What follows belongs to an exercise in optimizing a design on an open flow for small area, a short achievable clock period and few clock cycles per item; a production flow would make more cautious choices.
Only simulation tests tie the RTL to the original design; equivalence was not proved.
The clock port is modelled as an ideal driver; clocking choices that lean on that would not hold on a real chip.
Power and IR drop assume default switching activity.

===== flow/config.mk =====
export PLATFORM = sky130hd
export DESIGN_NAME = mips
export DESIGN_NICKNAME = mips
export VERILOG_FILES = /design/flow/design.v
export SDC_FILE = /design/flow/constraint.sdc
export NUM_CORES = 8
export LEC_CHECK = 0
export CAP_MARGIN = 20
export CORE_MARGIN = 2
export CORE_UTILIZATION = 40
export CTS_CLUSTER_DIAMETER = 70
export CTS_CLUSTER_SIZE = 22
export SLEW_MARGIN = 20
export SYNTH_HIERARCHICAL = 1
export SYNTH_MINIMUM_KEEP_SIZE = 0

===== flow/constraint.sdc =====
create_clock -name core_clock -period 100.0 [get_ports {clk}]
set_input_delay 20.0000 -clock core_clock [delete_from_list [all_inputs] [get_ports {clk}]]
set_output_delay 20.0000 -clock core_clock [all_outputs]
set_load 0.01 [all_outputs]

===== flow/design.v =====
`timescale 1ns / 1ps
`default_nettype none
module rca #(parameter W = 32)
           (input wire [W-1:0] a,
            input wire [W-1:0] b,
            input wire ci,
            output wire [W-1:0] s,
            output wire co);
    wire [W:0] c;
    assign c[0] = ci;
    genvar i;
    generate
        for (i = 0; i < W; i = i + 1) begin : bit_
            assign s[i] = a[i] ^ b[i] ^ c[i];
            assign c[i + 1] = (a[i] & b[i]) | (c[i] & (a[i] ^ b[i]));
        end
    endgenerate
    assign co = c[W];
endmodule
module rinc #(parameter W = 32)
            (input wire [W-1:0] a,
             input wire ci,
             output wire [W-1:0] s);
    wire [W:0] c;
    assign c[0] = ci;
    genvar i;
    generate
        for (i = 0; i < W; i = i + 1) begin : bit_
            assign s[i] = a[i] ^ c[i];
            assign c[i + 1] = a[i] & c[i];
        end
    endgenerate
endmodule
module cneg #(parameter W = 32)
            (input wire [W-1:0] a,
             input wire n,
             output wire [W-1:0] s);
    rinc #(W) inc(.a(a ^ {W{n}}), .ci(n), .s(s));
endmodule
module booth_pp(input wire [34:0] m,
                input wire b2,
                input wire b1,
                input wire b0,
                output wire [34:0] pp,
                output wire neg);
    wire one = b1 ^ b0;
    wire two = (b2 & ~b1 & ~b0) | (~b2 & b1 & b0);
    assign neg = b2 & ~(b1 & b0);
    wire [34:0] m2 = {m[33:0], 1'b0};
    genvar i;
    generate
        for (i = 0; i < 35; i = i + 1) begin : bit_
            wire y;
            a22oi_c g(.a(m[i]), .b(one), .c(m2[i]), .d(two), .y(y));
            xnor2_c x(.a(y), .b(neg), .y(pp[i]));
        end
    endgenerate
endmodule
`timescale 1ns / 1ps
`default_nettype none
module aoi222(input wire a, input wire b, input wire c, input wire d,
              input wire e, input wire f, output wire y);
    assign y = ~((a & b) | (c & d) | (e & f));
endmodule
module nand4x(input wire a, input wire b, input wire c, input wire d, output wire y);
    assign y = ~(a & b & c & d);
endmodule
module nand3x(input wire a, input wire b, input wire c, output wire y);
    assign y = ~(a & b & c);
endmodule
module sel32(input wire [31:0] sel,
             input wire [32*32-1:0] d,
             output wire [31:0] q);
    genvar b, k;
    generate
        for (b = 0; b < 32; b = b + 1) begin : bit_
            wire [10:0] y;
            for (k = 0; k < 10; k = k + 1) begin : grp
                aoi222 g(.a(d[(3*k)*32+b]), .b(sel[3*k]),
                         .c(d[(3*k+1)*32+b]), .d(sel[3*k+1]),
                         .e(d[(3*k+2)*32+b]), .f(sel[3*k+2]), .y(y[k]));
            end
            a22oi_c g10(.a(d[30*32+b]), .b(sel[30]), .c(d[31*32+b]), .d(sel[31]), .y(y[10]));
            wire p0, p1, p2;
            nand4x n0(.a(y[0]), .b(y[1]), .c(y[2]), .d(y[3]), .y(p0));
            nand4x n1(.a(y[4]), .b(y[5]), .c(y[6]), .d(y[7]), .y(p1));
            nand3x n2(.a(y[8]), .b(y[9]), .c(y[10]), .y(p2));
            assign q[b] = p0 | p1 | p2;
        end
    endgenerate
endmodule
module mux2i_c(input wire a0, input wire a1, input wire s, output wire y);
    assign y = ~(s ? a1 : a0);
endmodule
module mux4_c(input wire a0, input wire a1, input wire a2, input wire a3,
              input wire s0, input wire s1, output wire y);
    assign y = s1 ? (s0 ? a3 : a2) : (s0 ? a1 : a0);
endmodule
module a22oi_c(input wire a, input wire b, input wire c, input wire d, output wire y);
    assign y = ~((a & b) | (c & d));
endmodule
module o21ai_c(input wire a, input wire b, input wire c, output wire y);
    assign y = ~((a | b) & c);
endmodule
module nand2_c(input wire a, input wire b, output wire y);
    assign y = ~(a & b);
endmodule
module xnor2_c(input wire a, input wire b, output wire y);
    assign y = ~(a ^ b);
endmodule
module rgate #(parameter W = 1, parameter [W-1:0] INIT = {W{1'b0}})
             (input wire [W-1:0] d,
              input wire rst,
              output wire [W-1:0] y);
    assign y = rst ? INIT : d;
endmodule
`timescale 1ns / 1ps
`default_nettype none
module D_GRF(input wire clk,
             input wire reset,
             input wire [4:0] ra,
             input wire [4:0] rb,
             input wire a_m,             
             input wire b_m,
             input wire [31:0] m_val,
             output wire [31:0] qa,
             output wire [31:0] qb,
             input wire we,
             input wire [4:0] wa,
             input wire [31:0] wd);
    reg [31:0] rf [1:31];
    reg [31:1] valid;
    wire [31:1] valid_d;
    genvar i;
    generate
        for (i = 1; i < 32; i = i + 1) begin : v_
            rgate #(1) r(.d(valid[i] | (we & wa == i)), .rst(reset), .y(valid_d[i]));
        end
    endgenerate
    always @(posedge clk) begin
        valid <= valid_d;
        if (we) rf[wa] <= wd;
    end
    wire [31:0] sa, sb;
    wire [32*32-1:0] d;
    assign sa[0] = a_m;
    assign sb[0] = b_m;
    assign d[31:0] = m_val;
    generate
        for (i = 1; i < 32; i = i + 1) begin : reg_
            assign sa[i] = valid[i] & ra == i & ~a_m;
            assign sb[i] = valid[i] & rb == i & ~b_m;
            assign d[i * 32 + 31:i * 32] = rf[i];
        end
    endgenerate
    sel32 pa(.sel(sa), .d(d), .q(qa));
    sel32 pb(.sel(sb), .d(d), .q(qb));
endmodule
`timescale 1ns / 1ps
`default_nettype none
module E_SHIFT(input wire [31:0] x,
               input wire [4:0] sa,
               input wire right,
               input wire arith,
               output wire [31:0] y);
    wire [4:0] ra = right ? sa : (~sa + 5'd1);
    wire [31:0] r [0:5];
    assign r[0] = x;
    genvar k, i;
    generate
        for (k = 0; k < 5; k = k + 1) begin : lvl
            for (i = 0; i < 32; i = i + 1) begin : bit_
                wire [31:0] p = r[k];
                mux2i_c m(.a0(p[i]), .a1(p[(i + (1 << k)) % 32]), .s(ra[k]), .y(r[k + 1][i]));
            end
        end
    endgenerate
    wire [31:0] top = ~(32'hffffffff >> sa);     
    wire [31:0] low = ~(32'hffffffff << sa);     
    wire [31:0] m = right ? top : low;
    wire fill = right & arith & x[31];
    generate
        for (i = 0; i < 32; i = i + 1) begin : out_
            o21ai_c o(.a(r[5][i]), .b(m[i]), .c(~(fill & m[i])), .y(y[i]));
        end
    endgenerate
endmodule
module E_ALU(input wire [31:0] a,
             input wire [31:0] b,
             input wire sub,             
             input wire [3:0] lt,        
             input wire slt_u,           
             output wire [31:0] sum,
             output wire [31:0] lg,
             output wire slt,
             output wire zero);
    wire co;
    rca #(32) add(.a(a), .b(b ^ {32{sub}}), .ci(sub), .s(sum), .co(co));
    wire lt_s = (a[31] ^ b[31]) ? a[31] : sum[31];
    assign slt = slt_u ? ~co : lt_s;
    genvar i;
    generate
        for (i = 0; i < 32; i = i + 1) begin : lg_
            mux4_c m(.a0(lt[0]), .a1(lt[1]), .a2(lt[2]), .a3(lt[3]), .s0(b[i]), .s1(a[i]), .y(lg[i]));
        end
    endgenerate
    assign zero = sum == 32'b0;
endmodule
`timescale 1ns / 1ps
`default_nettype none
module E_Mult_Div(input wire clk,
                  input wire reset,
                  input wire start,
                  input wire [1:0] op,        
                  input wire [31:0] a,
                  input wire [31:0] b,
                  input wire wr_hi,
                  input wire wr_lo,
                  output wire busy,
                  output wire [31:0] hi,
                  output wire [31:0] lo,
                  output reg hi_neg,
                  output reg lo_neg,
                  output reg hi_z,        
                  output reg lo_z);
    reg [32:0] H;        
    reg [31:0] L;        
    reg [31:0] M;        
    reg [3:0]  cnt;
    reg        run, isdiv, sgn, lb, fix;
    assign busy = run;
    assign hi = H[31:0];
    assign lo = L;
    wire sdiv = op == 2'b10;
    wire [31:0] a_in, b_in;
    cneg #(32) na(.a(a), .n(sdiv & a[31]), .s(a_in));
    cneg #(32) nb(.a(b), .n(sdiv & b[31]), .s(b_in));
    wire [34:0] mx = {{3{sgn & M[31]}}, M};
    wire [34:0] s0, s1;
    wire n0, n1;
    wire [34:0] pp0, pp1;
    booth_pp bp0(.m(mx), .b2(L[1] & ~fix), .b1(L[0] & ~fix), .b0(lb | fix), .pp(pp0), .neg(n0));
    booth_pp bp1(.m(mx), .b2(L[3]), .b1(L[2]), .b0(L[1]), .pp(pp1), .neg(n1));
    rca #(35) m0(.a({H[32], H[32], H}), .b(pp0), .ci(n0), .s(s0), .co());
    rca #(35) m1(.a({s0[34], s0[34], s0[34:2]}), .b(pp1), .ci(n1), .s(s1), .co());
    wire last = cnt == 4'd7;             
    wire [32:0] x0  = {H[31:0], L[31]};
    wire [33:0] t0;
    rca #(34) d0(.a({1'b0, x0}), .b(~{2'b0, M}), .ci(1'b1), .s(t0), .co());
    wire q0 = ~t0[33];
    wire [32:0] x1a = {t0[31:0], L[30]};
    wire [32:0] x1b = {x0[31:0], L[30]};
    wire [33:0] t1a, t1b;
    rca #(34) d1a(.a({1'b0, x1a}), .b(~{2'b0, M}), .ci(1'b1), .s(t1a), .co());
    rca #(34) d1b(.a({1'b0, x1b}), .b(~{2'b0, M}), .ci(1'b1), .s(t1b), .co());
    wire q1 = q0 ? ~t1a[33] : ~t1b[33];
    wire [31:0] r1 = q0 ? (q1 ? t1a[31:0] : x1a[31:0]) : (q1 ? t1b[31:0] : x1b[31:0]);
    reg run_n, hneg_n, lneg_n, hz_n, lz_n;
    always @(*) begin
        run_n = run;
        hneg_n = hi_neg;
        lneg_n = lo_neg;
        hz_n = hi_z;
        lz_n = lo_z;
        if (start) begin
            run_n = 1'b1;
            hneg_n = sdiv & a[31];
            lneg_n = sdiv & (a[31] ^ b[31]);
            hz_n = 1'b0;
            lz_n = 1'b0;
        end else if (run) begin
            if (isdiv) begin
                if (cnt == 4'd15) run_n = 1'b0;
            end else if (fix) begin
                run_n = 1'b0;
            end else if (last) begin
                run_n = ~sgn & L[3];     
            end
        end else begin
            if (wr_hi) begin
                hneg_n = 1'b0;
                hz_n = 1'b0;
            end
            if (wr_lo) begin
                lneg_n = 1'b0;
                lz_n = 1'b0;
            end
        end
    end
    wire [4:0] st_d;
    rgate #(5, 5'b00011) r_st(.d({run_n, hneg_n, lneg_n, hz_n, lz_n}), .rst(reset), .y(st_d));
    always @(posedge clk) begin
        {run, hi_neg, lo_neg, hi_z, lo_z} <= st_d;
    end
    always @(posedge clk) begin
        if (start) begin
            H <= 33'b0;
            L <= a_in;
            M <= b_in;
            sgn <= ~op[0];
            isdiv <= op[1];
            cnt <= 4'd0;
            lb <= 1'b0;
            fix <= 1'b0;
        end else if (run) begin
            cnt <= cnt + 4'd1;
            if (isdiv) begin
                H <= {1'b0, r1};
                L <= {L[29:0], q0, q1};
            end else if (fix) begin
                H <= s0[32:0];
                fix <= 1'b0;
            end else begin
                H <= s1[34:2];
                L <= {s1[1:0], s0[1:0], L[31:4]};
                lb <= L[3];
                if (last) fix <= ~sgn & L[3];
            end
        end else begin
            if (wr_hi) H <= {1'b0, a};
            if (wr_lo) L <= a;
        end
    end
endmodule
`timescale 1ns / 1ps
`default_nettype none
module mips(input wire clk,
            input wire reset,
            input wire [31:0] i_inst_rdata,
            input wire [31:0] m_data_rdata,
            output wire [31:0] i_inst_addr,
            output wire [31:0] m_data_addr,
            output wire [31:0] m_data_wdata,
            output wire [3:0] m_data_byteen,
            output wire [31:0] m_inst_addr,
            output wire w_grf_we,
            output wire [4:0] w_grf_addr,
            output wire [31:0] w_grf_wdata,
            output wire [31:0] w_inst_addr
        );
    reg [31:2] pc;           
    reg [31:0] ir;           
    reg [31:2] xpc;          
    reg        m_we;         
    reg        m_load;
    reg [2:0]  m_lt;         
    reg [4:0]  m_rd;
    reg [31:0] m_res;        
    reg [31:2] m_pc;
    reg [3:0]  m_be;
    reg [31:0] m_wd;
    reg        w_we;
    reg [4:0]  w_rd;
    reg [31:0] w_wd;
    reg [31:2] w_pc;
    assign i_inst_addr   = {pc, 2'b00};
    assign m_data_addr   = m_res;
    assign m_data_wdata  = m_wd;
    assign m_data_byteen = m_be;
    assign m_inst_addr   = {m_pc, 2'b00};
    assign w_grf_we      = w_we;
    assign w_grf_addr    = w_rd;
    assign w_grf_wdata   = w_wd;
    assign w_inst_addr   = {w_pc, 2'b00};
    wire [5:0] op = ir[31:26];
    wire [5:0] fn = ir[5:0];
    wire [4:0] rs = ir[25:21];
    wire [4:0] rt = ir[20:16];
    wire [4:0] rd = ir[15:11];
    wire [15:0] imm = ir[15:0];
    wire r_type  = op == 6'b000000;
    wire f_shift = r_type & fn[5:3] == 3'b000;           
    wire f_jr    = r_type & fn == 6'b001000;
    wire f_jalr  = r_type & fn == 6'b001001;
    wire f_mfhi  = r_type & fn == 6'b010000;
    wire f_mthi  = r_type & fn == 6'b010001;
    wire f_mflo  = r_type & fn == 6'b010010;
    wire f_mtlo  = r_type & fn == 6'b010011;
    wire f_md    = r_type & fn[5:2] == 4'b0110;         
    wire f_alu   = r_type & fn[5] == 1'b1;               
    wire o_regimm = op == 6'b000001;
    wire o_j     = op == 6'b000010;
    wire o_jal   = op == 6'b000011;
    wire o_beq   = op == 6'b000100;
    wire o_bne   = op == 6'b000101;
    wire o_blez  = op == 6'b000110;
    wire o_bgtz  = op == 6'b000111;
    wire o_alui  = op[5:3] == 3'b001;                    
    wire o_load  = op[5:3] == 3'b100;
    wire o_store = op[5:3] == 3'b101;
    wire use_rs = ~(r_type & fn[5:2] == 4'b0000) & ~f_mfhi & ~f_mflo & ~o_j & ~o_jal;
    wire use_rt = r_type | o_store | o_beq | o_bne;
    wire [4:0] dst = (f_shift | f_alu | f_jalr | f_mfhi | f_mflo) ? rd :
                     (o_alui | o_load) ? rt :
                     o_jal ? 5'd31 : 5'd0;
    wire a_m = m_we & m_rd == rs;
    wire b_m = m_we & m_rd == rt;
    wire [31:0] va, vb;
    wire [31:0] m_wdata;
    D_GRF grf(.clk(clk), .reset(reset),
              .ra(rs), .rb(rt), .a_m(a_m), .b_m(b_m),
              .m_val(m_res), .qa(va), .qb(vb),
              .we(m_we), .wa(m_rd), .wd(m_wdata));
    wire md_busy;
    wire [31:0] hi, lo;
    wire hi_neg, lo_neg, hi_z, lo_z;
    wire hilo_op = f_mfhi | f_mflo | f_mthi | f_mtlo;
    wire stall = (m_load & ((use_rs & a_m) | (use_rt & b_m))) | (hilo_op & md_busy);
    wire go = ~stall;
    E_Mult_Div md(.clk(clk), .reset(reset),
                  .start(go & f_md), .op(fn[1:0]), .a(va), .b(vb),
                  .wr_hi(go & f_mthi), .wr_lo(go & f_mtlo),
                  .busy(md_busy), .hi(hi), .lo(lo), .hi_neg(hi_neg), .lo_neg(lo_neg),
                  .hi_z(hi_z), .lo_z(lo_z));
    wire [31:0] mf_val;
    cneg #(32) mfn(.a(fn[1] ? (lo & {32{~lo_z}}) : (hi & {32{~hi_z}})), .n(fn[1] ? lo_neg : hi_neg), .s(mf_val));
    wire o_lui = op == 6'b001111;
    wire logic_imm = o_alui & op[2];                     
    wire [31:0] bsrc = o_lui ? {imm, 16'b0} :
                       (o_alui | o_load | o_store) ? {{16{~logic_imm & imm[15]}}, imm} : vb;
    wire is_sub = r_type ? fn[1] : ((o_alui & op[1]) | o_beq | o_bne);
    wire cmp_sel = (r_type & fn[3]) | (o_alui & op[2:1] == 2'b01);   
    wire log_sel = (r_type & fn[2]) | (o_alui & op[2]);               
    wire [1:0] lop = o_alui ? op[1:0] : fn[1:0];
    wire [3:0] ltab = lop == 2'b00 ? 4'b1000 :
                      lop == 2'b01 ? 4'b1110 :
                      lop == 2'b10 ? 4'b0110 :
                      o_alui ? 4'b1010 : 4'b0001;
    wire [31:0] sum, lg;
    wire slt, zero;
    E_ALU alu(.a(va), .b(bsrc), .sub(is_sub), .lt(ltab), .slt_u(o_alui ? op[0] : fn[0]),
              .sum(sum), .lg(lg), .slt(slt), .zero(zero));
    wire [31:0] sh_y;
    E_SHIFT shf(.x(vb), .sa(fn[2] ? va[4:0] : ir[10:6]), .right(fn[1]), .arith(fn[0]), .y(sh_y));
    wire [31:2] pc_inc;
    rinc #(30) pc_add(.a(pc), .ci(1'b1), .s(pc_inc));     
    wire s_sh = f_shift;
    wire s_mf = f_mfhi | f_mflo;
    wire s_lk = f_jalr | o_jal;
    wire s_cmp = cmp_sel & ~s_sh & ~s_mf & ~s_lk;
    wire s_lg = log_sel & ~cmp_sel & ~s_sh & ~s_mf & ~s_lk;
    wire s_sum = ~log_sel & ~cmp_sel & ~s_sh & ~s_mf & ~s_lk;
    wire [31:0] lk = {pc_inc, 2'b00};
    wire [31:0] res;
    genvar gi;
    generate
        for (gi = 0; gi < 32; gi = gi + 1) begin : res_
            wire y0, y1;
            aoi222 g0(.a(sum[gi]), .b(s_sum), .c(lg[gi]), .d(s_lg), .e(sh_y[gi]), .f(s_sh), .y(y0));
            if (gi == 0) begin : b0
                a22oi_c g1(.a(mf_val[gi]), .b(s_mf), .c(slt), .d(s_cmp), .y(y1));
            end else begin : bn
                a22oi_c g1(.a(mf_val[gi]), .b(s_mf), .c(lk[gi]), .d(s_lk), .y(y1));
            end
            nand2_c g2(.a(y0), .b(y1), .y(res[gi]));
        end
    endgenerate
    wire cond = o_beq ? zero :
                o_bne ? ~zero :
                o_blez ? (va[31] | zero) :
                o_bgtz ? ~(va[31] | zero) :
                (va[31] ^ rt[0]);                         
    wire br = (o_beq | o_bne | o_blez | o_bgtz | o_regimm) & cond;
    wire [31:0] simm = {{16{imm[15]}}, imm};
    wire [31:2] br_tgt;
    rca #(30) br_add(.a(pc), .b(simm[29:0]), .ci(1'b0), .s(br_tgt), .co());
    wire [31:2] npc = (f_jr | f_jalr) ? va[31:2] :
                      (o_j | o_jal) ? {pc[31:28], ir[25:0]} :
                      br ? br_tgt : pc_inc;
    wire [1:0] ea = sum[1:0];
    wire [3:0] be = ~o_store ? 4'b0000 :
                    op[1] ? 4'b1111 :
                    op[0] ? (ea[1] ? 4'b1100 : 4'b0011) :
                    (4'b0001 << ea);
    wire [31:0] sdata = op[1] ? vb : op[0] ? {2{vb[15:0]}} : {4{vb[7:0]}};
    wire [31:0] ld_w = m_data_rdata;
    wire [15:0] ld_h = m_res[1] ? ld_w[31:16] : ld_w[15:0];
    wire [7:0]  ld_b = m_res[0] ? ld_h[15:8] : ld_h[7:0];
    wire [31:0] ld_v = m_lt[0] ? {{24{~m_lt[2] & ld_b[7]}}, ld_b} :
                       m_lt[1] ? {{16{~m_lt[2] & ld_h[15]}}, ld_h} : ld_w;
    assign m_wdata = m_load ? ld_v : m_res;
    wire [31:2] pc_d;
    wire [10:0] irc_d;
    wire m_we_d, m_load_d, w_we_d;
    wire [3:0] m_be_d;
    rgate #(30, 30'h0000_0c00) r_pc(.d(go ? npc : pc), .rst(reset), .y(pc_d));
    rgate #(11, 11'b001111_00000) r_ir(.d(go ? {i_inst_rdata[31:26], i_inst_rdata[20:16]} : {ir[31:26], ir[20:16]}),
                                      .rst(reset), .y(irc_d));
    rgate #(1) r_mwe(.d(go & dst != 5'd0), .rst(reset), .y(m_we_d));
    rgate #(1) r_mld(.d(go & o_load), .rst(reset), .y(m_load_d));
    rgate #(4) r_mbe(.d(go ? be : 4'b0), .rst(reset), .y(m_be_d));
    rgate #(1) r_wwe(.d(m_we), .rst(reset), .y(w_we_d));
    always @(posedge clk) begin
        pc <= pc_d;
        {ir[31:26], ir[20:16]} <= irc_d;
        m_we <= m_we_d;
        m_load <= m_load_d;
        m_be <= m_be_d;
        w_we <= w_we_d;
        if (go) begin
            ir[25:21] <= i_inst_rdata[25:21];
            ir[15:0] <= i_inst_rdata[15:0];
            xpc <= pc;
        end
        m_lt <= {op[2], op[1:0] == 2'b01, op[1:0] == 2'b00};
        m_rd <= dst;
        m_res <= res;
        m_pc <= xpc;
        m_wd <= sdata;
        w_rd <= m_rd;
        w_wd <= m_wdata;
        w_pc <= m_pc;
    end
endmodule

===== flow/flow/run.sh =====
#!/bin/bash
# Layout flow: the standard ORFS flow (standard.sh, with its synthesis unchanged), with two
# changes to how the layout is made:
#  - the port buffers are sky130_fd_sc_hd__buf_1 instead of the delay cells that buffer_ports
#    picks by default (repair may upsize them);
set -euo pipefail
MARGIN=78.6
bash standard.sh "BUFFER_PORTS_ARGS=-buffer_cell sky130_fd_sc_hd__buf_1" \
    "SETUP_SLACK_MARGIN=$MARGIN" finish > flow_make.log 2>&1

===== flow/standard.sh =====
#!/bin/bash
# synth_recipe.tcl (not shown) runs the flow's synth.tcl, then flattens the netlist and writes it again
# the make line also repeats each setting of config.mk as NAME=value (left out here)
make -C /OpenROAD-flow-scripts/flow DESIGN_CONFIG=/design/flow/config.mk WORK_HOME=/design/flow/orfs CLKGATE_MAP_FILE= SYNTH_SCRIPT=/design/flow/synth_recipe.tcl "${@:-finish}"

==> impl_metrics.ini, run 1 <==
[floorplan]
floorplan.initialDensity_pct = 40.35
die_h_um = 429.0
ioPinCount = 268
die_area_mm2 = 0.1840
core_mm2 = 0.1790
dieWidth_um = 429.0
row_count = 155

[layout]
area_growth_syn_to_layout_pct = 13.52
multiInputGateArea_mm2 = 0.03178
fin_area_mm2 = 0.08200
layout_common_cells = edfxtp_1, a222oi_1, buf_4
seqCellArea_mm2 = 0.03939
final_net_count = 6067
final_common_cell = edfxtp_1
drive_gt1_share_pct = 19.32
nFillCells = 15900

[place]
pre_cts_ws_ns = 77.59
dpl-instance-area_mm2 = 0.07782
place.gp.congestion = 1.077
hpwl_um = 219200
io_buffers = 261

[route]
routed_wirelength_um = 339000
wl_per_cell_um = 41.84
drc = 0
vias_per_cell = 7.250
drtIter0Drc = 12440
ant_nets = 0
via_count = 58740
drtPass1Iterations = 14

[clock_network]
root_buffer = clkbuf_16
cts_made_buffers = 100
clock-sinks = 1401
clockBufferDepth = 3
h-tree-depth = 3
cts.clk_slew.worst_paths_ns = 0.09
cts_tree = built
clock_latency_ns = 0.83

[sta]
tightest_slew_ns = 1.204
drv_slew = 0
slew_headroom_pct = 19.73
tns_ns = 0
rsz0062_at_grt = yes
timing.final.crit_period_ns = 21.44
finClkSkew_ns = 0.09989
worst_slack_ns = 78.56
max_freq_ghz = 0.04664
hold_viol_final = 0
finalSetupViolations = 0
min_period_over_period_pct = 21.44

[run]
max_cap_viol_count = 0

[grt]
grt.total_usage_pct = 36.00
grt_max_degree = 87
grt_pass1_wl_um = 459100
antenna_found_initial = 39
grt_pass1_vias = 55920
overflow = 0

[yosys]
synthesis.area_mm2 = 0.07224
synth_warnings = 10
avgSynthCellArea_um2 = 14.06
synth_cells = 5138

[run_status]
outcome = finished clean

[setup_path]
r2r_cells = 60
r2r_slack_ns = 79.75
crit_path_end_kind = flop
timing.rr.start = ir[17]
path_class = in2reg
regToRegEndpoint = pc[4]
cp.required_ns = 100.51
arrival_ns = 21.95
start_kind = primary input
cp_max_fo = 32

[power]
leakagePower_nw = 28.75
pwr_density_cell_mw_per_mm2 = 15.74
peakVddDrop_uv = 14.33

[hold_path]
hp-class = reg2reg
hp-start = xpc[6]
hold_depth = 0
hold_end = m_pc[6]
[timing repair]
action | CTS | global route
setup buffers | 5 | 5
cloned | 0 | 0
resized for setup | 197 | 31
hold buffers | 0 | 0
endpoints found under the setup margin | 175 | 33
[metrics by stage]
stage,std cells,total power [mW],hold WS (ns),utilization (%)
floorplan,5155,0.7693,0.3233,-
global placement,7872,0.8316,0.3237,43.46
detailed placement,7873,0.8341,0.3269,43.48
CTS,8066,1.281,0.3402,45.66
global route,8075,1.317,0.3513,45.77
finish,8102,1.291,0.3411,45.81
[power by group]
| part | internal, mW | leakage [nW] | total (mW) | switching, mW |
|---|---|---|---|---|
| logic | 0.0474 | 14.4 | 0.153 | 0.105 |
| registers | 0.667 | 12.7 | 0.685 | 0.0182 |
| clock network | 0.216 | 1.68 | 0.453 | 0.237 |
[how the worst max path moves through the flow]
| stage | start | to | slack [ns] | cells after the start |
|---|---|---|---|---|
| finish | m_data_rdata[31] | grf.rf[13][10] | 78.56 | 6 |
| global route | m_res[1] | m_data_addr[1] | 78.58 | 2 |
| CTS | m_res[1] | m_data_addr[1] | 78.50 | 2 |
| detailed placement | m_data_rdata[21] | grf.rf[18][5] | 77.59 | 4 |
| global placement | m_data_rdata[21] | grf.rf[18][5] | 77.65 | 4 |
| floorplan | m_data_rdata[31] | grf.rf[10][12] | 78.57 | 5 |
[sequential cells by signal, summed over array words and instances, names as in the netlist, 31 cells and up]
register,flops
md.L,32
ir,32
m_res,32
m_wd,32
w_wd,32
md.H,33
grf.valid,31
grf.rf,992
md.M,32
[layout make-up]
type,count,share of cell area [%]
clock inverters,60,0.9949
flip-flops and latches,1401,48.04
diodes,28,0.08545
inverters,147,0.6760
clock buffers,128,3.281
well taps,2355,3.593
repair buffers,598,4.573
multi-input cells,3385,38.76
[worst max-delay path: stages]
cell and delay [ns]:
buf_1 0.16, mux4_2 0.30, nand3b_1 0.10, nand2_2 0.10, buf_4 0.57, o22a_2 0.65
[metal layers]
metal	part of all wire, %	vias up	track usage (%)
li1	-	22500	-
met1	32	29060	40.05
met2	42	5408	52.07
met3	16	1747	17.21
met4	11	28	29.89
met5	0.071	-	0.1041
Testbench counts, summed over its fixed seeds: cycles 198,764, programs 64.
==> run 2, diff against run 1 <==
--- a/flow/design.v
+++ b/flow/design.v
@@ -218,3 +218,4 @@
                   input wire wr_lo,
-                  output wire busy,
+                  output wire busy,       
+                  output wire pend,       
                   output wire [31:0] hi,
@@ -230,3 +231,11 @@
     reg        run, isdiv, sgn, lb, fix;
-    assign busy = run;
+    reg [31:0] pv;       
+    reg        pend_v, pend_hi;
+    assign busy = run | pend_v;
+    assign pend = pend_v;
+    wire apply = ~run & pend_v;                  
+    wire put = run & ~pend_v & (wr_hi | wr_lo);  
+    wire set_hi = (~run & ~pend_v & wr_hi) | (apply & pend_hi);
+    wire set_lo = (~run & ~pend_v & wr_lo) | (apply & ~pend_hi);
+    wire [31:0] wv = pend_v ? pv : a;
     assign hi = H[31:0];
@@ -278,17 +287,21 @@
             end
-        end else begin
-            if (wr_hi) begin
-                hneg_n = 1'b0;
-                hz_n = 1'b0;
-            end
-            if (wr_lo) begin
-                lneg_n = 1'b0;
-                lz_n = 1'b0;
-            end
+        end
+        if (set_hi) begin
+            hneg_n = 1'b0;
+            hz_n = 1'b0;
+        end
+        if (set_lo) begin
+            lneg_n = 1'b0;
+            lz_n = 1'b0;
         end
     end
-    wire [4:0] st_d;
-    rgate #(5, 5'b00011) r_st(.d({run_n, hneg_n, lneg_n, hz_n, lz_n}), .rst(reset), .y(st_d));
+    wire pend_n = ~start & (put | (pend_v & ~apply));
+    wire [5:0] st_d;
+    rgate #(6, 6'b000110) r_st(.d({run_n, hneg_n, lneg_n, hz_n, lz_n, pend_n}), .rst(reset), .y(st_d));
     always @(posedge clk) begin
-        {run, hi_neg, lo_neg, hi_z, lo_z} <= st_d;
+        {run, hi_neg, lo_neg, hi_z, lo_z, pend_v} <= st_d;
+        if (put) begin
+            pv <= a;
+            pend_hi <= wr_hi;
+        end
     end
@@ -319,4 +332,4 @@
         end else begin
-            if (wr_hi) H <= {1'b0, a};
-            if (wr_lo) L <= a;
+            if (set_hi) H <= {1'b0, wv};
+            if (set_lo) L <= wv;
         end
@@ -403,7 +416,7 @@
               .we(m_we), .wa(m_rd), .wd(m_wdata));
-    wire md_busy;
+    wire md_busy, md_pend;
     wire [31:0] hi, lo;
     wire hi_neg, lo_neg, hi_z, lo_z;
-    wire hilo_op = f_mfhi | f_mflo | f_mthi | f_mtlo;
-    wire stall = (m_load & ((use_rs & a_m) | (use_rt & b_m))) | (hilo_op & md_busy);
+    wire stall = (m_load & ((use_rs & a_m) | (use_rt & b_m))) |
+                 ((f_mfhi | f_mflo) & md_busy) | ((f_mthi | f_mtlo) & md_pend);
     wire go = ~stall;
@@ -412,3 +425,3 @@
                   .wr_hi(go & f_mthi), .wr_lo(go & f_mtlo),
-                  .busy(md_busy), .hi(hi), .lo(lo), .hi_neg(hi_neg), .lo_neg(lo_neg),
+                  .busy(md_busy), .pend(md_pend), .hi(hi), .lo(lo), .hi_neg(hi_neg), .lo_neg(lo_neg),
                   .hi_z(hi_z), .lo_z(lo_z));
==> flow/flow/run.sh (replaced) <==
#!/bin/bash
# Layout flow: the standard ORFS flow (standard.sh, with its synthesis unchanged), with these
# changes to how the layout is made:
#  - the port buffers are sky130_fd_sc_hd__buf_1 instead of the delay cells that buffer_ports
#    picks by default (repair may upsize them);
#  - timing repair aims at a setup slack margin, so that it works on the paths that set the
#    achieved period (the clock period less the worst slack) instead of stopping at zero slack;
set -euo pipefail
HERE=$(pwd)
MARGIN=78.6
bash standard.sh "BUFFER_PORTS_ARGS=-buffer_cell sky130_fd_sc_hd__buf_1" \
    "SETUP_SLACK_MARGIN=$MARGIN" "POST_CTS_TCL=$HERE/flow/post_cts.tcl" finish > flow_make.log 2>&1
==> flow/flow/post_cts.tcl (new file) <==
# Area recovery after CTS: downsize cells (recover_power), then repair setup again to the
# same slack margin the flow uses, then legalize.
log_cmd estimate_parasitics -placement
log_cmd repair_timing -recover_power 100 -verbose
log_cmd repair_timing -setup -setup_margin $::env(SETUP_SLACK_MARGIN) -repair_tns 100 -verbose
log_cmd detailed_placement
check_placement -verbose
==> impl_metrics.ini, run 2 <==
[run_status]
outcome = finished clean

[sta]
rsz0062_at_grt = yes
drv_slew = 0
hold_viol_final = 0
slew_headroom_pct = 14.45
finalSetupViolations = 0
tns_ns = 0
tightest_slew_ns = 1.281
max_freq_ghz = 0.04673
finClkSkew_ns = 0.1100
timing.final.crit_period_ns = 21.40
min_period_over_period_pct = 21.40

[run]
max_cap_viol_count = 0

[route]
wl_per_cell_um = 39.62
ant_nets = 0
via_count = 58570
drtIter0Drc = 11680
vias_per_cell = 7.066
drtPass1Iterations = 14
drc = 0
routed_wirelength_um = 328400

[grt]
overflow = 0
grt.total_usage_pct = 34.17
grt_pass1_wl_um = 445300
grt_max_degree = 79
antenna_found_initial = 29
grt_pass1_vias = 55710

[layout]
nFillCells = 16560
final_net_count = 6161
area_growth_syn_to_layout_pct = 13.69
regMostFlops = grf.rf
largest_reg_flops = 992
drive_gt1_share_pct = 20.15
reg_top3 = grf.rf x992, md.H x33
final_common_cell = edfxtp_1
layout_common_cells = edfxtp_1, a222oi_1, mux2i_1
fin_area_mm2 = 0.08374

[place]
dpl-instance-area_mm2 = 0.07947
hpwl_um = 223900
io_buffers = 261
place.gp.congestion = 1.048

[floorplan]
die_h_um = 433.1
die_area_mm2 = 0.1876
row_count = 157
dieWidth_um = 433.1
core_mm2 = 0.1831
floorplan.initialDensity_pct = 40.23
ioPinCount = 268

[setup_path]
cp.required_ns = 80.00
start_kind = flop
cp_cell_sequence = buf_6
crit_start = w_wd[13]
worstPathBufferInverterCount = 1
path_class = reg2out
cp_slowest_stage_delay_ns = 0.43
regToRegEndpoint = pc[29]
worst_path_max_delay_cell = dfxtp_4
crit_path_end_kind = primary output
r2r_slack_ns = 79.37
r2r_cells = 58
timing.rr.start = m_rd[3]
cp_max_fo = 1
arrival_ns = 1.40
critPathTopFamily = flip-flops

[clock_network]
clock_latency_ns = 0.84
cts.clk_slew.worst_paths_ns = 0.09
clock-sinks = 1435
cts_tree = built

[yosys]
synthesis.area_mm2 = 0.07365
avgSynthCellArea_um2 = 14.20
synth_cells = 5186
synth_warnings = 10

[hold_path]
hp-start = xpc[13]
hp-class = reg2reg
hold_depth = 0
hold_end = m_pc[13]

[power]
pwr_density_cell_mw_per_mm2 = 15.22
peakVddDrop_uv = 18.95
leakagePower_nw = 29.53
-- run 2: layout make-up --
cell class	count	area (um2)	share of cell area, %
multi-input cells	3420	32030	38.25
clock buffers	124	2506	2.993
inverters	114	427.9	0.5110
clock inverters	51	698.2	0.8337
diodes	18	45.04	0.05379
repair buffers	663	4618	5.515
well taps	2464	3083	3.682
flip-flops and latches	1435	40330	48.16
-- run 2: worst max-delay path by stage --
| stage | to | slack [ns] | cells after the start |
|---|---|---|---|
| final | w_grf_wdata[13] | 78.60 | 1 |
| after detailed placement | grf.rf[12][8] | 77.60 | 5 |
| after global routing | w_grf_wdata[17] | 78.59 | 1 |
| after global placement | grf.rf[18][8] | 77.58 | 5 |
| after floorplan | grf.rf[10][11] | 78.59 | 5 |
-- run 2: through the flow --
step / power, mW / hold WS, ns / utilization (%) / std cells / setup WS, ns
2_1_floorplan: 0.7843 / 0.3233 / - / 5203 / 78.59
3_3_place_gp: 0.8460 / 0.3243 / 43.39 / 8039 / 77.58
3_5_place_dp: 0.8485 / 0.3269 / 43.41 / 8040 / 77.60
5_1_grt: 1.304 / 0.3427 / 45.72 / 8274 / 78.59
6_report: 1.274 / 0.3440 / 45.74 / 8289 / 78.60
-- run 2: where the power goes --
group          total (mW)  internal [mW]  leakage, nW  switching [mW]
logic               0.149         0.0465         15.1           0.103
clock network       0.424          0.193         1.53           0.231
registers           0.701          0.682         12.9          0.0181
total                1.27          0.922         29.5           0.352
-- run 2: per-layer routing --
metal | track usage [%] | up-vias | wire length [um]
li1 | - | 22800 | -
met1 | 38.80 | 29170 | 106600
met2 | 49.96 | 5181 | 138600
met3 | 15.25 | 1404 | 50640
met4 | 26.85 | 20 | 32330
met5 | 0.7806 | - | 315
-- run 2: worst register-to-register path, delay by kind of cell (launching register included) --
| family | cells | cell delay [ns] |
|---|---|---|
| fa+ha+maj | 30 | 11.46 |
| buf+inv | 8 | 3.57 |
| simple gates | 11 | 2.59 |
| compound gates | 7 | 2.27 |
| xor+xnor | 2 | 0.32 |
| flops | 1 | 0.31 |
Testbench counts of run 2, summed over its fixed seeds: cycles 193,207, programs 64.
==> run 3, diff against run 2 <==
--- a/flow/design.v
+++ b/flow/design.v
@@ -76,3 +76,3 @@
         for (b = 0; b < 32; b = b + 1) begin : bit_
-            wire [10:0] y;
+            wire [9:0] y;
             for (k = 0; k < 10; k = k + 1) begin : grp
@@ -82,3 +82,5 @@
             end
-            a22oi_c g10(.a(d[30*32+b]), .b(sel[30]), .c(d[31*32+b]), .d(sel[31]), .y(y[10]));
+            wire y30, y31;
+            nand2_c g30(.a(d[30*32+b]), .b(sel[30]), .y(y30));
+            nand2_c g31(.a(d[31*32+b]), .b(sel[31]), .y(y31));
             wire p0, p1, p2;
@@ -86,3 +88,3 @@
             nand4x n1(.a(y[4]), .b(y[5]), .c(y[6]), .d(y[7]), .y(p1));
-            nand3x n2(.a(y[8]), .b(y[9]), .c(y[10]), .y(p2));
+            nand4x n2(.a(y[8]), .b(y[9]), .c(y30), .d(y31), .y(p2));
             assign q[b] = p0 | p1 | p2;
@@ -165,2 +167,3 @@
                output wire [31:0] y);
+    wire nfill;
     wire [4:0] ra = right ? sa : (~sa + 5'd1);
@@ -177,11 +180,18 @@
     endgenerate
-    wire [31:0] top = ~(32'hffffffff >> sa);     
-    wire [31:0] low = ~(32'hffffffff << sa);     
-    wire [31:0] m = right ? top : low;
-    wire fill = right & arith & x[31];
+    wire [31:0] t;
+    wire [31:0] mn;
     generate
         for (i = 0; i < 32; i = i + 1) begin : out_
-            o21ai_c o(.a(r[5][i]), .b(m[i]), .c(~(fill & m[i])), .y(y[i]));
+            assign t[i] = sa > i;
+            if (i == 0) begin : e0
+                assign mn[i] = ~(~right & t[0]);        
+            end else if (i == 31) begin : e31
+                assign mn[i] = ~(right & t[0]);
+            end else begin : em
+                mux2i_c mm(.a0(t[i]), .a1(t[31 - i]), .s(right), .y(mn[i]));
+            end
+            mux2i_c o(.a0(nfill), .a1(r[5][i]), .s(mn[i]), .y(y[i]));
         end
     endgenerate
+    assign nfill = ~(right & arith & x[31]);
 endmodule
@@ -264,4 +274,44 @@
     rca #(34) d1b(.a({1'b0, x1b}), .b(~{2'b0, M}), .ci(1'b1), .s(t1b), .co());
-    wire q1 = q0 ? ~t1a[33] : ~t1b[33];
-    wire [31:0] r1 = q0 ? (q1 ? t1a[31:0] : x1a[31:0]) : (q1 ? t1b[31:0] : x1b[31:0]);
+    wire q1a = ~t1a[33];
+    wire q1b = ~t1b[33];
+    wire q1 = q0 ? q1a : q1b;
+    wire rn = run & ~start;
+    wire e_wv = set_hi & ~start;
+    wire e_s1 = rn & ~isdiv & ~fix;
+    wire e_s0 = rn & ~isdiv & fix;
+    wire e_t1a = rn & isdiv & q0 & q1a;
+    wire e_x1a = rn & isdiv & q0 & ~q1a;
+    wire e_t1b = rn & isdiv & ~q0 & q1b;
+    wire e_x1b = rn & isdiv & ~q0 & ~q1b;
+    wire [32:0] h_d;
+    wire [31:0] x1a_w = x1a[31:0];
+    wire [31:0] x1b_w = x1b[31:0];
+    genvar i;
+    generate
+        for (i = 0; i < 32; i = i + 1) begin : hb
+            wire y0, y1, y2;
+            aoi222 g0(.a(wv[i]), .b(e_wv), .c(s1[i + 2]), .d(e_s1), .e(s0[i]), .f(e_s0), .y(y0));
+            aoi222 g1(.a(t1a[i]), .b(e_t1a), .c(x1a_w[i]), .d(e_x1a), .e(t1b[i]), .f(e_t1b), .y(y1));
+            nand2_c g2(.a(x1b_w[i]), .b(e_x1b), .y(y2));
+            nand3x g3(.a(y0), .b(y1), .c(y2), .y(h_d[i]));
+        end
+    endgenerate
+    assign h_d[32] = (s1[34] & e_s1) | (s0[32] & e_s0);
+    wire h_en = start | set_hi | run;
+    wire e_ls = start;
+    wire e_lw = set_lo & ~start;
+    wire e_lm = rn & ~isdiv & ~fix;
+    wire e_ld = rn & isdiv;
+    wire [31:0] lm = {s1[1:0], s0[1:0], L[31:4]};
+    wire [31:0] ld = {L[29:0], q0, q1};
+    wire [31:0] l_d;
+    generate
+        for (i = 0; i < 32; i = i + 1) begin : lb_
+            wire y0, y1;
+            aoi222 g0(.a(a_in[i]), .b(e_ls), .c(wv[i]), .d(e_lw), .e(lm[i]), .f(e_lm), .y(y0));
+            nand2_c g1(.a(ld[i]), .b(e_ld), .y(y1));
+            nand2_c g2(.a(y0), .b(y1), .y(l_d[i]));
+        end
+    endgenerate
+    wire l_en = start | set_lo | (run & ~(~isdiv & fix));
     reg run_n, hneg_n, lneg_n, hz_n, lz_n;
@@ -308,5 +358,5 @@
     always @(posedge clk) begin
+        if (h_en) H <= h_d;
+        if (l_en) L <= l_d;
         if (start) begin
-            H <= 33'b0;
-            L <= a_in;
             M <= b_in;
@@ -319,17 +369,8 @@
             cnt <= cnt + 4'd1;
-            if (isdiv) begin
-                H <= {1'b0, r1};
-                L <= {L[29:0], q0, q1};
-            end else if (fix) begin
-                H <= s0[32:0];
-                fix <= 1'b0;
-            end else begin
-                H <= s1[34:2];
-                L <= {s1[1:0], s0[1:0], L[31:4]};
+            if (~isdiv & ~fix) begin
                 lb <= L[3];
                 if (last) fix <= ~sgn & L[3];
+            end else if (fix) begin
+                fix <= 1'b0;
             end
-        end else begin
-            if (set_hi) H <= {1'b0, wv};
-            if (set_lo) L <= wv;
         end
@@ -460,10 +501,14 @@
         for (gi = 0; gi < 32; gi = gi + 1) begin : res_
-            wire y0, y1;
+            wire y0, y1, y2;
             aoi222 g0(.a(sum[gi]), .b(s_sum), .c(lg[gi]), .d(s_lg), .e(sh_y[gi]), .f(s_sh), .y(y0));
+            nand2_c g1(.a(mf_val[gi]), .b(s_mf), .y(y1));
             if (gi == 0) begin : b0
-                a22oi_c g1(.a(mf_val[gi]), .b(s_mf), .c(slt), .d(s_cmp), .y(y1));
+                nand2_c g2(.a(slt), .b(s_cmp), .y(y2));
+                nand3x g3(.a(y0), .b(y1), .c(y2), .y(res[gi]));
+            end else if (gi == 1) begin : b1
+                nand2_c g3(.a(y0), .b(y1), .y(res[gi]));   
             end else begin : bn
-                a22oi_c g1(.a(mf_val[gi]), .b(s_mf), .c(lk[gi]), .d(s_lk), .y(y1));
+                nand2_c g2(.a(lk[gi]), .b(s_lk), .y(y2));
+                nand3x g3(.a(y0), .b(y1), .c(y2), .y(res[gi]));
             end
-            nand2_c g2(.a(y0), .b(y1), .y(res[gi]));
         end
@@ -479,5 +524,21 @@
     rca #(30) br_add(.a(pc), .b(simm[29:0]), .ci(1'b0), .s(br_tgt), .co());
-    wire [31:2] npc = (f_jr | f_jalr) ? va[31:2] :
-                      (o_j | o_jal) ? {pc[31:28], ir[25:0]} :
-                      br ? br_tgt : pc_inc;
+    wire t_jr = f_jr | f_jalr;
+    wire t_j = o_j | o_jal;
+    wire e_jr = go & t_jr;
+    wire e_j = go & t_j;
+    wire e_br = go & br;
+    wire e_inc = go & ~t_jr & ~t_j & ~br;
+    wire e_hold = ~go;
+    wire [31:2] jt = {pc[31:28], ir[25:0]};
+    wire [31:2] npc;
+    genvar pi;
+    generate
+        for (pi = 2; pi < 32; pi = pi + 1) begin : npc_
+            wire y0, y1, y2;
+            aoi222 g0(.a(va[pi]), .b(e_jr), .c(jt[pi]), .d(e_j), .e(br_tgt[pi]), .f(e_br), .y(y0));
+            nand2_c g1(.a(pc_inc[pi]), .b(e_inc), .y(y1));
+            nand2_c g2(.a(pc[pi]), .b(e_hold), .y(y2));
+            nand3x g3(.a(y0), .b(y1), .c(y2), .y(npc[pi]));
+        end
+    endgenerate
     wire [1:0] ea = sum[1:0];
@@ -489,7 +550,45 @@
     wire [31:0] ld_w = m_data_rdata;
-    wire [15:0] ld_h = m_res[1] ? ld_w[31:16] : ld_w[15:0];
-    wire [7:0]  ld_b = m_res[0] ? ld_h[15:8] : ld_h[7:0];
-    wire [31:0] ld_v = m_lt[0] ? {{24{~m_lt[2] & ld_b[7]}}, ld_b} :
-                       m_lt[1] ? {{16{~m_lt[2] & ld_h[15]}}, ld_h} : ld_w;
-    assign m_wdata = m_load ? ld_v : m_res;
+    wire ld_b = m_load & m_lt[0];                        
+    wire ld_h = m_load & m_lt[1];                        
+    wire ld_wd = m_load & ~m_lt[0] & ~m_lt[1];           
+    wire [1:0] ea_m = m_res[1:0];
+    wire e_b0 = ld_wd | (ld_h & ~ea_m[1]) | (ld_b & ea_m == 2'd0);
+    wire e_b1 = ld_b & ea_m == 2'd1;
+    wire e_b2 = (ld_h & ea_m[1]) | (ld_b & ea_m == 2'd2);
+    wire e_b3 = ld_b & ea_m == 2'd3;
+    wire e_h1 = ld_wd | (ld_h & ~ea_m[1]);
+    wire e_h3 = ld_h & ea_m[1];
+    wire e_hs = ld_b;
+    wire e_u = ld_wd;
+    wire e_us = ld_b | ld_h;
+    wire e_r = ~m_load;
+    wire sg = ~m_lt[2];
+    wire s7 = sg & ld_b & ea_m == 2'd0;
+    wire s15 = sg & ((ld_b & ea_m == 2'd1) | (ld_h & ~ea_m[1]));
+    wire s23 = sg & ld_b & ea_m == 2'd2;
+    wire s31 = sg & ((ld_b & ea_m == 2'd3) | (ld_h & ea_m[1]));
+    wire sy0, sy1, ld_sign;
+    aoi222 sg0(.a(ld_w[7]), .b(s7), .c(ld_w[15]), .d(s15), .e(ld_w[23]), .f(s23), .y(sy0));
+    nand2_c sg1(.a(ld_w[31]), .b(s31), .y(sy1));
+    nand2_c sg2(.a(sy0), .b(sy1), .y(ld_sign));
+    genvar li;
+    generate
+        for (li = 0; li < 32; li = li + 1) begin : wd_
+            wire y0, y1;
+            if (li < 8) begin : lo
+                wire y2;
+                aoi222 g0(.a(ld_w[li]), .b(e_b0), .c(ld_w[li + 8]), .d(e_b1), .e(ld_w[li + 16]), .f(e_b2), .y(y0));
+                nand2_c g1(.a(ld_w[li + 24]), .b(e_b3), .y(y1));
+                nand2_c g2(.a(m_res[li]), .b(e_r), .y(y2));
+                nand3x g3(.a(y0), .b(y1), .c(y2), .y(m_wdata[li]));
+            end else if (li < 16) begin : mid
+                nand2_c g2(.a(y0), .b(y1), .y(m_wdata[li]));
+                aoi222 g0(.a(ld_w[li]), .b(e_h1), .c(ld_w[li + 16]), .d(e_h3), .e(ld_sign), .f(e_hs), .y(y0));
+                nand2_c g1(.a(m_res[li]), .b(e_r), .y(y1));
+            end else begin : hi
+                aoi222 g0(.a(ld_w[li]), .b(e_u), .c(ld_sign), .d(e_us), .e(m_res[li]), .f(e_r), .y(y0));
+                assign m_wdata[li] = ~y0;
+            end
+        end
+    endgenerate
     wire [31:2] pc_d;
@@ -498,3 +597,3 @@
     wire [3:0] m_be_d;
-    rgate #(30, 30'h0000_0c00) r_pc(.d(go ? npc : pc), .rst(reset), .y(pc_d));
+    rgate #(30, 30'h0000_0c00) r_pc(.d(npc), .rst(reset), .y(pc_d));
     rgate #(11, 11'b001111_00000) r_ir(.d(go ? {i_inst_rdata[31:26], i_inst_rdata[20:16]} : {ir[31:26], ir[20:16]}),
==> impl_metrics.ini, run 3 <==
[run_status]
outcome = finished clean

[place]
dp.cells = 7742
pre_cts_ws_ns = 76.88
dpl-instance-area_mm2 = 0.07701
hpwl_um = 211900
place.gp.congestion = 1.042
io_buffers = 261

[sta]
timing.final.crit_period_ns = 21.52
worst_slack_ns = 78.48
finalSetupViolations = 0
hold_viol_final = 0
max_freq_ghz = 0.04647
tightest_slew_ns = 1.360
finClkSkew_ns = 0.09193
drv_slew = 0
min_period_over_period_pct = 21.52
slew_headroom_pct = 9.342
rsz0062_at_grt = yes
tns_ns = 0
hold_ws_ns = 0.3445

[power]
power_mw = 1.307
pwr_density_cell_mw_per_mm2 = 15.82
leakagePower_nw = 30.05
peakVddDrop_uv = 14.73

[floorplan]
dieWidth_um = 425.5
die_area_mm2 = 0.1810
ioPinCount = 268
die_h_um = 425.5
floorplan.initialDensity_pct = 40.30
core_mm2 = 0.1763
row_count = 154

[route]
ant_nets = 0
drtIter0Drc = 14360
vias_per_cell = 7.208
drtPass1Iterations = 15
drc = 0
wl_per_cell_um = 41.08
routed_wirelength_um = 331300
via_count = 58130

[clock_network]
clock-sinks = 1435
cts.clk_slew.worst_paths_ns = 0.08
cts_tree = built
clock_latency_ns = 0.84

[setup_path]
arrival_ns = 21.84
path_class = in2reg
regToRegEndpoint = pc[26]
r2r_cells = 59
cp.required_ns = 100.33
r2r_slack_ns = 79.77
cp_max_fo = 32
start_kind = primary input
crit_path_end_kind = flop
timing.rr.start = ir[25]

[layout]
regMostFlops = grf.rf
final_common_cell = edfxtp_1
reg_top3 = grf.rf x992, md.H x33
largest_reg_flops = 992
fin_area_mm2 = 0.08257
nFillCells = 15580
drive_gt1_share_pct = 18.44
final_net_count = 6056
finish.utilization_pct = 46.84
instances_no_fill = 8064
layout_common_cells = edfxtp_1, a222oi_1, nand2_1
seqCellArea_mm2 = 0.04068
multiInputGateArea_mm2 = 0.02969
area_growth_syn_to_layout_pct = 16.22

[yosys]
synth_warnings = 10
synth_cells = 4917
avgSynthCellArea_um2 = 14.45
synthesis.area_mm2 = 0.07105

[hold_path]
hp-class = reg2reg
hold_depth = 0
hp-start = xpc[11]
hold_end = m_pc[11]

[grt]
grt_pass1_vias = 54830
grt.total_usage_pct = 35.40
grt_pass1_wl_um = 444500
antenna_found_initial = 26
grt_max_degree = 65
overflow = 0

[run]
max_cap_viol_count = 0
-- run 3: power by group --
part           internal (mW)  total, mW  switching (mW)
Combinational         0.0458      0.153           0.107
Clock                  0.210      0.453           0.243
Sequential             0.683      0.700          0.0170
Total                  0.939       1.31           0.368
-- run 3: final cells by class --
cell class	instances	share of cell area, %
Multi-Input combinational cell	3247	35.96
Timing Repair Buffer	688	6.091
Clock inverter	63	1.102
Timing Repair inverter	17	0.1546
Sequential cell	1435	49.27
Tap cell	2340	3.546
Inverter	135	0.6697
Clock buffer	124	3.162
Antenna cell	15	0.04546
-- run 3: worst max-delay path by stage --
| stage | start | endpoint | slack [ns] | cells after the start |
|---|---|---|---|---|
| 3_5_place_dp | m_data_rdata[23] | grf.rf[1][15] | 76.88 | 5 |
| 2_1_floorplan | m_data_rdata[7] | grf.rf[10][10] | 78.44 | 4 |
| 6_report | m_data_rdata[13] | grf.rf[13][5] | 78.48 | 4 |
| 5_1_grt | m_data_rdata[7] | grf.rf[11][8] | 78.49 | 7 |
| 3_3_place_gp | m_data_rdata[23] | grf.rf[27][11] | 76.64 | 5 |
-- run 3: per-layer routing --
metal / up-vias / part of all wire [%] / wire [um] / global-route usage, %
met2: 5654 / 41 / 136600 / 49.96
met3: 1488 / 16 / 53150 / 15.72
met4: 16 / 9.9 / 32920 / 28.83
met1: 28640 / 33 / 108200 / 41.37
met5: - / 0.12 / 383 / 1.164
li1: 22330 / - / - / -
-- run 3: critical path, cell delays in order --
cell and delay (ns):
clkbuf_1 0.23, a222oi_1 0.87, nand3_1 0.15, clkbuf_2 0.57
Testbench counts of run 3, summed over its fixed seeds: cycles 193,207, programs 64.
==> run 4, diff against run 3 <==
--- a/flow/design.v
+++ b/flow/design.v
@@ -380,2 +380,67 @@
 `default_nettype none
+module ld_ext #(parameter HAS_RES = 1)
+             (input wire [31:0] w,
+              input wire ld,             
+              input wire [2:0] lt,       
+              input wire [1:0] ea,
+              input wire [31:0] res,
+              input wire res_en,
+              output wire [31:0] y);
+    wire ld_b = ld & lt[0];                      
+    wire ld_h = ld & lt[1];                      
+    wire ld_w = ld & ~lt[0] & ~lt[1];            
+    wire sg = ~lt[2];
+    wire e_b0 = ld_w | (ld_h & ~ea[1]) | (ld_b & ea == 2'd0);
+    wire e_b1 = ld_b & ea == 2'd1;
+    wire e_b2 = (ld_h & ea[1]) | (ld_b & ea == 2'd2);
+    wire e_b3 = ld_b & ea == 2'd3;
+    wire e_h1 = ld_w | (ld_h & ~ea[1]);
+    wire e_h3 = ld_h & ea[1];
+    wire e_hs = ld_b;
+    wire e_u = ld_w;
+    wire e_us = ld_b | ld_h;
+    wire s7 = sg & ld_b & ea == 2'd0;
+    wire s15 = sg & ((ld_b & ea == 2'd1) | (ld_h & ~ea[1]));
+    wire s23 = sg & ld_b & ea == 2'd2;
+    wire s31 = sg & ((ld_b & ea == 2'd3) | (ld_h & ea[1]));
+    wire sy0, sy1, sign;
+    aoi222 sg0(.a(w[7]), .b(s7), .c(w[15]), .d(s15), .e(w[23]), .f(s23), .y(sy0));
+    nand2_c sg1(.a(w[31]), .b(s31), .y(sy1));
+    nand2_c sg2(.a(sy0), .b(sy1), .y(sign));
+    genvar i;
+    generate
+        for (i = 0; i < 32; i = i + 1) begin : b_
+            wire y0, y1, y2;
+            if (i < 8) begin : lo
+                aoi222 g0(.a(w[i]), .b(e_b0), .c(w[i + 8]), .d(e_b1), .e(w[i + 16]), .f(e_b2), .y(y0));
+                nand2_c g1(.a(w[i + 24]), .b(e_b3), .y(y1));
+                if (HAS_RES) begin : r
+                    nand2_c g2(.a(res[i]), .b(res_en), .y(y2));
+                    nand3x g3(.a(y0), .b(y1), .c(y2), .y(y[i]));
+                end else begin : n
+                    nand2_c g3(.a(y0), .b(y1), .y(y[i]));
+                end
+            end else if (i < 16) begin : mid
+                aoi222 g0(.a(w[i]), .b(e_h1), .c(w[i + 16]), .d(e_h3), .e(sign), .f(e_hs), .y(y0));
+                if (HAS_RES) begin : r
+                    nand2_c g1(.a(res[i]), .b(res_en), .y(y1));
+                    nand2_c g2(.a(y0), .b(y1), .y(y[i]));
+                end else begin : n
+                    assign y[i] = ~y0;
+                end
+            end else begin : hi
+                if (HAS_RES) begin : r
+                    aoi222 g0(.a(w[i]), .b(e_u), .c(sign), .d(e_us), .e(res[i]), .f(res_en), .y(y0));
+                    assign y[i] = ~y0;
+                end else begin : n
+                    nand2_c g0(.a(w[i]), .b(e_u), .y(y0));
+                    nand2_c g1(.a(sign), .b(e_us), .y(y1));
+                    nand2_c g2(.a(y0), .b(y1), .y(y[i]));
+                end
+            end
+        end
+    endgenerate
+endmodule
+`timescale 1ns / 1ps
+`default_nettype none
 module mips(input wire clk,
@@ -397,2 +462,4 @@
     reg [31:2] xpc;          
+    reg [31:2] mar;          
+    reg        xe;           
     reg        m_we;         
@@ -410,3 +477,3 @@
     assign i_inst_addr   = {pc, 2'b00};
-    assign m_data_addr   = m_res;
+    assign m_data_addr   = {mar, 2'b00};
     assign m_data_wdata  = m_wd;
@@ -495,3 +562,4 @@
     wire s_lg = log_sel & ~cmp_sel & ~s_sh & ~s_mf & ~s_lk;
-    wire s_sum = ~log_sel & ~cmp_sel & ~s_sh & ~s_mf & ~s_lk;
+    wire s_sum = ~log_sel & ~cmp_sel & ~s_sh & ~s_mf & ~s_lk & ~xe;
+    wire s_ld = xe;
     wire [31:0] lk = {pc_inc, 2'b00};
@@ -502,12 +570,14 @@
             wire y0, y1, y2;
+            wire y3;
             aoi222 g0(.a(sum[gi]), .b(s_sum), .c(lg[gi]), .d(s_lg), .e(sh_y[gi]), .f(s_sh), .y(y0));
             nand2_c g1(.a(mf_val[gi]), .b(s_mf), .y(y1));
+            nand2_c g4(.a(ldv[gi]), .b(s_ld), .y(y3));
             if (gi == 0) begin : b0
                 nand2_c g2(.a(slt), .b(s_cmp), .y(y2));
-                nand3x g3(.a(y0), .b(y1), .c(y2), .y(res[gi]));
+                nand4x g3(.a(y0), .b(y1), .c(y2), .d(y3), .y(res[gi]));
             end else if (gi == 1) begin : b1
-                nand2_c g3(.a(y0), .b(y1), .y(res[gi]));   
+                nand3x g3(.a(y0), .b(y1), .c(y3), .y(res[gi]));   
             end else begin : bn
                 nand2_c g2(.a(lk[gi]), .b(s_lk), .y(y2));
-                nand3x g3(.a(y0), .b(y1), .c(y2), .y(res[gi]));
+                nand4x g3(.a(y0), .b(y1), .c(y2), .d(y3), .y(res[gi]));
             end
@@ -549,46 +619,6 @@
     wire [31:0] sdata = op[1] ? vb : op[0] ? {2{vb[15:0]}} : {4{vb[7:0]}};
-    wire [31:0] ld_w = m_data_rdata;
-    wire ld_b = m_load & m_lt[0];                        
-    wire ld_h = m_load & m_lt[1];                        
-    wire ld_wd = m_load & ~m_lt[0] & ~m_lt[1];           
-    wire [1:0] ea_m = m_res[1:0];
-    wire e_b0 = ld_wd | (ld_h & ~ea_m[1]) | (ld_b & ea_m == 2'd0);
-    wire e_b1 = ld_b & ea_m == 2'd1;
-    wire e_b2 = (ld_h & ea_m[1]) | (ld_b & ea_m == 2'd2);
-    wire e_b3 = ld_b & ea_m == 2'd3;
-    wire e_h1 = ld_wd | (ld_h & ~ea_m[1]);
-    wire e_h3 = ld_h & ea_m[1];
-    wire e_hs = ld_b;
-    wire e_u = ld_wd;
-    wire e_us = ld_b | ld_h;
-    wire e_r = ~m_load;
-    wire sg = ~m_lt[2];
-    wire s7 = sg & ld_b & ea_m == 2'd0;
-    wire s15 = sg & ((ld_b & ea_m == 2'd1) | (ld_h & ~ea_m[1]));
-    wire s23 = sg & ld_b & ea_m == 2'd2;
-    wire s31 = sg & ((ld_b & ea_m == 2'd3) | (ld_h & ea_m[1]));
-    wire sy0, sy1, ld_sign;
-    aoi222 sg0(.a(ld_w[7]), .b(s7), .c(ld_w[15]), .d(s15), .e(ld_w[23]), .f(s23), .y(sy0));
-    nand2_c sg1(.a(ld_w[31]), .b(s31), .y(sy1));
-    nand2_c sg2(.a(sy0), .b(sy1), .y(ld_sign));
-    genvar li;
-    generate
-        for (li = 0; li < 32; li = li + 1) begin : wd_
-            wire y0, y1;
-            if (li < 8) begin : lo
-                wire y2;
-                aoi222 g0(.a(ld_w[li]), .b(e_b0), .c(ld_w[li + 8]), .d(e_b1), .e(ld_w[li + 16]), .f(e_b2), .y(y0));
-                nand2_c g1(.a(ld_w[li + 24]), .b(e_b3), .y(y1));
-                nand2_c g2(.a(m_res[li]), .b(e_r), .y(y2));
-                nand3x g3(.a(y0), .b(y1), .c(y2), .y(m_wdata[li]));
-            end else if (li < 16) begin : mid
-                nand2_c g2(.a(y0), .b(y1), .y(m_wdata[li]));
-                aoi222 g0(.a(ld_w[li]), .b(e_h1), .c(ld_w[li + 16]), .d(e_h3), .e(ld_sign), .f(e_hs), .y(y0));
-                nand2_c g1(.a(m_res[li]), .b(e_r), .y(y1));
-            end else begin : hi
-                aoi222 g0(.a(ld_w[li]), .b(e_u), .c(ld_sign), .d(e_us), .e(m_res[li]), .f(e_r), .y(y0));
-                assign m_wdata[li] = ~y0;
-            end
-        end
-    endgenerate
+    wire [31:0] ldv;
+    ld_ext lm(.w(m_data_rdata), .ld(m_load), .lt(m_lt), .ea(m_res[1:0]), .res(m_res), .res_en(~m_load), .y(m_wdata));
+    ld_ext #(0) lx(.w(m_data_rdata), .ld(xe), .lt({op[2], op[1:0] == 2'b01, op[1:0] == 2'b00}), .ea(ir[1:0]),
+              .res(32'b0), .res_en(1'b0), .y(ldv));
     wire [31:2] pc_d;
@@ -601,3 +631,7 @@
     rgate #(1) r_mwe(.d(go & dst != 5'd0), .rst(reset), .y(m_we_d));
-    rgate #(1) r_mld(.d(go & o_load), .rst(reset), .y(m_load_d));
+    rgate #(1) r_mld(.d(go & o_load & ~xe), .rst(reset), .y(m_load_d));
+    wire x_port = (o_load & ~xe) | o_store;      
+    wire in_ld0 = i_inst_rdata[31:29] == 3'b100 & i_inst_rdata[25:21] == 5'd0;
+    wire xe_d;
+    rgate #(1) r_xe(.d(go ? (~x_port & in_ld0) : xe), .rst(reset), .y(xe_d));
     rgate #(4) r_mbe(.d(go ? be : 4'b0), .rst(reset), .y(m_be_d));
@@ -609,2 +643,5 @@
         m_load <= m_load_d;
+        xe <= xe_d;
+        if (go & x_port) mar <= sum[31:2];
+        else if (go & in_ld0) mar <= {{16{i_inst_rdata[15]}}, i_inst_rdata[15:2]};
         m_be <= m_be_d;
==> impl_metrics.ini, run 4 <==
[clock_network]
cts.clk_slew.worst_paths_ns = 0.08
clock_latency_ns = 0.82
cts_tree = built
clock-sinks = 1466

[route]
drtPass1Iterations = 15
routed_wirelength_um = 331600
wl_per_cell_um = 39.90
ant_nets = 0
vias_per_cell = 7.172
drtIter0Drc = 14270
via_count = 59600
drc = 0

[grt]
grt_pass1_vias = 57010
grt_pass1_wl_um = 450300
grt_max_degree = 65
grt.total_usage_pct = 34.50
antenna_found_initial = 30
overflow = 0

[floorplan]
row_count = 156
die_area_mm2 = 0.1863
die_h_um = 431.7
floorplan.initialDensity_pct = 40.35
core_mm2 = 0.1813
dieWidth_um = 431.7
ioPinCount = 268

[layout]
final_common_cell = edfxtp_1
instances_no_fill = 8310
reg_top3 = grf.rf x992, md.H x33
area_growth_syn_to_layout_pct = 15.21
regMostFlops = grf.rf
fin_area_mm2 = 0.08429
layout_common_cells = edfxtp_1, a222oi_1, nand2_1
nFillCells = 16170
final_net_count = 6267
largest_reg_flops = 992
drive_gt1_share_pct = 16.73

[sta]
timing.final.crit_period_ns = 21.41
hold_ws_ns = 0.3072
slew_headroom_pct = 10.21
tightest_slew_ns = 1.347
finClkSkew_ns = 0.1274
min_period_over_period_pct = 21.41
hold_viol_final = 0
finalSetupViolations = 0
max_freq_ghz = 0.04670
rsz0062_at_grt = yes
drv_slew = 0
tns_ns = 0

[power]
pwr_density_cell_mw_per_mm2 = 15.57
leakagePower_nw = 31.61
peakVddDrop_uv = 18.73

[setup_path]
crit_path_end_kind = flop
arrival_ns = 21.80
path_class = in2reg
cp.required_ns = 100.39
start_kind = primary input
cp_max_fo = 16

[run]
max_cap_viol_count = 0

[run_status]
outcome = finished clean

[place]
dpl-instance-area_mm2 = 0.07907
place.gp.congestion = 1.003
hpwl_um = 214500
io_buffers = 259
dp.cells = 7976

[yosys]
synth_warnings = 10
synth_cells = 5152
synthesis.area_mm2 = 0.07316
avgSynthCellArea_um2 = 14.20

[hold_path]
hp-class = reg2reg
==> run 4: stage by stage <==
stage	total power [mW]	utilization, %	setup WS [ns]
after detailed placement	0.8459	43.61	76.86
final	1.312	46.48	78.59
after floorplan	0.7870	-	78.44
after global routing	1.339	46.48	78.53
after global placement	0.8438	43.59	76.99
==> run 4: path summary, 6_finish.rpt <==
check	start	endpoint	slack, ns	depth (start not counted)
worst max-delay path	m_data_rdata[23]	grf.rf[24][8]	78.59	7
worst min-delay path	m_pc[4]	w_pc[4]	0.31	0
worst max register to register	ir[19]	pc[18]	80.06	63
worst min register to register	m_pc[4]	w_pc[4]	0.31	0
==> run 4: critical path: stages <==
cell and delay [ns]:
buf_8 0.11, a222oi_1 0.29, buf_4 0.19, nand2_4 0.14, a222oi_1 0.34, clkbuf_1 0.40
nand2_2 0.32
==> run 4: final cells by class <==
type                       count  area (um2)  share of cell area [%]
antenna                       21       52.55                 0.06235
clock buffer                 133        2730                   3.239
clock inverter                55       750.7                  0.8907
inverter                     150       600.6                  0.7125
multi-input combinational   3434       30760                   36.49
sequential                  1466       41520                   49.26
tap                         2370        2965                   3.518
timing repair buffer         668        4813                   5.711
timing repair inverter        13       95.09                  0.1128
==> run 4: power breakdown <==
group / internal, mW / total (mW) / switching [mW]
sequential: 0.697 / 0.717 / 0.0192
clock: 0.217 / 0.458 / 0.241
combinational: 0.0404 / 0.138 / 0.0973
total: 0.955 / 1.31 / 0.357
==> run 4: routing by layer <==
metal	global-route usage [%]	share of wire (%)	vias to the layer above
li1	-	-	23150
met1	41.25	34	29720
met2	49.40	42	5421
met3	15.22	16	1292
met4	24.18	8.3	18
met5	2.160	0.20	-
Testbench counts of run 4, summed over its fixed seeds: cycles 185,332, programs 64.

separate check: timing with driven ports:
Ports are ideal in the flow. The routed layouts listed here were re-timed in OpenROAD.
Step 1 assumes that a clkbuf_16 drives the clock port and a buf_2 every other input.
Step 2 moves the port delays by t, midway between the first and last clock arrival at a register: inputs arrive t later, outputs are due t later. That takes back most of the time a late clock gives input paths.
Slacks: ideal ports / drivers / drivers and shift; pairs: ideal ports / drivers.
| run | t, ns | setup WS [ns] | clock arrival spread, ns |
|---|---|---|---|
| run 1 | 0.869 | 78.561 / 78.487 / 77.755 | 0.101 / 0.101 |
| run 2 | 0.869 | 78.598 / 78.509 / 77.888 | 0.110 / 0.110 |
| run 3 | 0.871 | 78.482 / 78.505 / 77.669 | 0.093 / 0.093 |
| run 4 | 0.836 | 78.585 / 78.526 / 77.743 | 0.128 / 0.128 |
After both steps every run listed still meets setup and hold. For run 4, which loses most, drivers alone change the setup slack by -0.059 ns; drivers and shift together by -0.842 ns.
